Source: an optimization exercise on an open RTL-to-GDS flow (aim: small area and a short achievable clock period). Production flows keep margins and buffers that such runs may drop.
Only simulation tests tie the RTL to the original design; equivalence was not proved.
Power and IR drop assume default switching activity.

Setup of v8:
// filter
module filter
  #(
    parameter WIDTH = 32,
    parameter MWIDTH = 1,
    parameter FLTLEN = 8,
    parameter ID = 123
    )
   (
    input wire                   clk,
    input wire                   rst_n,
    input wire [WIDTH-1:0]       in_data,
    input wire                   in_nd,
    input wire [MWIDTH-1:0]      in_m,
    input wire [32-1:0]  in_msg,
    input wire                   in_msg_nd,
    output wire [WIDTH-1:0]      out_data,
    output wire                  out_nd,
    output wire [MWIDTH-1:0]     out_m,
    output wire                  error
    );
   integer j;
   reg [1:0] g;
   always @(posedge clk)
     if (!rst_n)
       g <= 2'd0;
     else
       g <= g + 2'd1;
   wire last = (g == 2'd3);
   reg [2:0]   which_pos;
   reg         setting_taps;
   reg         tap_set_error;
   assign error = tap_set_error;
   wire hdr    = in_msg[32-1];
   wire our_id = (in_msg[16:7] == ID);
   always @(posedge clk)
     if (!rst_n) begin
        setting_taps <= 1'b0;
        tap_set_error <= 1'b0;
     end else if (in_msg_nd) begin
        if (hdr) begin
           if (setting_taps)
             tap_set_error <= 1'b1;
           if (our_id) begin
              which_pos <= 3'd0;
              setting_taps <= 1'b1;
           end
        end else if (setting_taps) begin
           if (which_pos == 3'd7) begin
              which_pos <= 3'd0;
              setting_taps <= 1'b0;
  ...
For scale: about 4500 cells after synthesis, ~0.045 mm^2 of cells after synthesis.
clock: 10.0 ns
lec_check: 0
cap_margin: 20
core_margin: 2
core_utilization: 40
cts_buf_list: sky130_fd_sc_hd__clkbuf_8 sky130_fd_sc_hd__clkbuf_16
cts_cluster_diameter: 100
cts_cluster_size: 20
slew_margin: 20
standard.sh (not shown) runs the stock make flow with config.mk's settings and CLKGATE_MAP_FILE= SYNTH_SCRIPT=/design/flow/synth_recipe.tcl, a recipe that flattens the netlist after the stock synthesis.
==> flow/flow/run.sh <==
#!/bin/bash
# The standard layout with two changes in how it is made:
#  - after the standard synthesis, flow/fapol.py chooses the polarity of each
#    full-adder cell so that fewer inverters are needed (registers and their
#    names are untouched; the netlist computes the same function);
#  - timing repair aims past the 10 ns constraint, and the ports are buffered
#    with buf_2 cells.
# Each step's output goes to a log file of its own here (and ORFS's own logs
# stay under orfs/logs/).
set -euo pipefail
R=orfs/results/sky130hd/filter/base
bash standard.sh synth > make_synth.log 2>&1
cp $R/1_2_yosys.v $R/1_2_yosys_std.v
python3 flow/fapol.py $R/1_2_yosys_std.v $R/1_2_yosys.v > fapol.log 2>&1
rm -f $R/1_synth.odb
bash standard.sh SETUP_SLACK_MARGIN=6.8 "BUFFER_PORTS_ARGS=-buffer_cell sky130_fd_sc_hd__buf_2" finish > make_finish.log 2>&1
Other scripts of this flow, unchanged in this note and not shown: flow/flow/fapol.py
### v8 -> v33
- a change of CORE_UTILIZATION from 40 to 55
- a deleted CTS_CLUSTER_DIAMETER that had been 100
- a deleted CTS_CLUSTER_SIZE that had been 20
- a deleted CTS_BUF_LIST that had been sky130_fd_sc_hd__clkbuf_8 sky130_fd_sc_hd__clkbuf_16
--- a/flow/flow/run.sh
+++ b/flow/flow/run.sh
@@ -15,2 +15,2 @@
 rm -f $R/1_synth.odb
-bash standard.sh SETUP_SLACK_MARGIN=6.8 "BUFFER_PORTS_ARGS=-buffer_cell sky130_fd_sc_hd__buf_2" finish > make_finish.log 2>&1
+bash standard.sh SETUP_SLACK_MARGIN=6.7 "BUFFER_PORTS_ARGS=-buffer_cell sky130_fd_sc_hd__buf_2" finish > make_finish.log 2>&1
Results
Sort v33 and v8 by register cell area after layout, ascending, and v33 comes first.
Taking v8 as 1.0, v33 lands at 0.945 on wire length of the first global-routing pass.
Compared with v8, in v33 first-iteration DRC count shows a reduction of 15%; count of clock buffers in the final design shows an increase of 160%.
The highest metal layer used by the detailed router comes out met4 in one run and met5 in the other, namely in v33 and v8 respectively.
For v8, the worst-path cell with the longest stage delay was edfxtp_1, unlike v33, where it was fa_1.
Changes in v53 relative to v33:
- swapping 55 for 40 in CORE_UTILIZATION
- putting CTS_CLUSTER_DIAMETER at 90 where nothing was set
- putting CTS_BUF_LIST at sky130_fd_sc_hd__clkbuf_8 where nothing was set
- putting CTS_CLUSTER_SIZE at 18 where nothing was set
--- a/flow/flow/run.sh
+++ b/flow/flow/run.sh
@@ -15,2 +15,2 @@
 rm -f $R/1_synth.odb
-bash standard.sh SETUP_SLACK_MARGIN=6.7 "BUFFER_PORTS_ARGS=-buffer_cell sky130_fd_sc_hd__buf_2" finish > make_finish.log 2>&1
+bash standard.sh SETUP_SLACK_MARGIN=6.6 "BUFFER_PORTS_ARGS=-buffer_cell sky130_fd_sc_hd__buf_2" finish > make_finish.log 2>&1
[summary]
Power density over cell area down about 16% in v53 wrt v33. Relative to v33, clock network latency to the later pin of the worst-skew pair increased by 0.11 ns in v53. For clock-buffer cell count, dividing the value from v33 by the value from v53 gives 2.4. Re maximum achievable frequency: v33 and v53 aren't equal, and the lower value belongs to v53. Cmp v33 and v53 / post-CTS repair timing setup buffer count / higher: v33. STATUS net load switching power: v53 wins against v33. v53 reports a lower critical path depth than v33 does. Setup slack: v53 worse than v33. NOTE: via count in v53 falls short of that of v33. Sort v33 and v53 by pin count of the biggest net entering global routing, ascending, and v53 comes first. Non-clock buffer total of the final layout of v53 falls short of that of v33 by a few percent.
### v53 -> v42
- CTS_CLUSTER_SIZE removed (was 18)
- CTS_CLUSTER_DIAMETER removed (was 90)
- CTS_BUF_LIST removed (was sky130_fd_sc_hd__clkbuf_8)
--- a/flow/flow/run.sh
+++ b/flow/flow/run.sh
@@ -15,2 +15,2 @@
 rm -f $R/1_synth.odb
-bash standard.sh SETUP_SLACK_MARGIN=6.6 "BUFFER_PORTS_ARGS=-buffer_cell sky130_fd_sc_hd__buf_2" finish > make_finish.log 2>&1
+bash standard.sh SETUP_SLACK_MARGIN=6.7 "BUFFER_PORTS_ARGS=-buffer_cell sky130_fd_sc_hd__buf_2" finish > make_finish.log 2>&1
==> run summary <==
- From v42 to v53, clock tree buffer depth did not move at all.
- [compare] base=v53 new=v42: number of cells on the worst hold path up 2; starting utilization of the core area flat; routed wire length up 2600 um.
- In v42 relative to v53, number of ordinary and repair buffers in the finished layout had gone up by more than 10%.

afterwards: timing with drivers on the ports:
In the flow no input, the clock included, has a driving cell. The finished layouts below were timed again as built, in two steps.
Step 1 sets driving cells, clkbuf_16 on the clock port and buf_2 on the other inputs (assumed; they add their load-dependent delay and slew).
Step 2 adds t to the input delays and takes it off the output delays; t is the mean of the earliest and latest rising clock arrival at the registers after step 1. Input paths then give back, and output paths get back, about the clock's delay inside the block.
a / b / c = ideal ports / drivers / drivers and shift; a / b = the first two.
run	t (ns)	setup WS [ns]	worst setup path after step 2	latest minus earliest clock arrival (ns)
v8	0.738	6.778 / 6.703 / 6.321	input to register	0.034 / 0.035
v33	0.717	6.733 / 6.733 / 6.310	input to register	0.047 / 0.046
v53	0.833	6.663 / 6.591 / 6.255	input to register	0.058 / 0.058
v42	0.734	6.747 / 6.735 / 6.277	input to register	0.034 / 0.034
After both steps every run listed still meets setup and hold. For v42, which loses most, drivers alone change the setup slack by -0.012 ns; drivers and shift together by -0.470 ns.
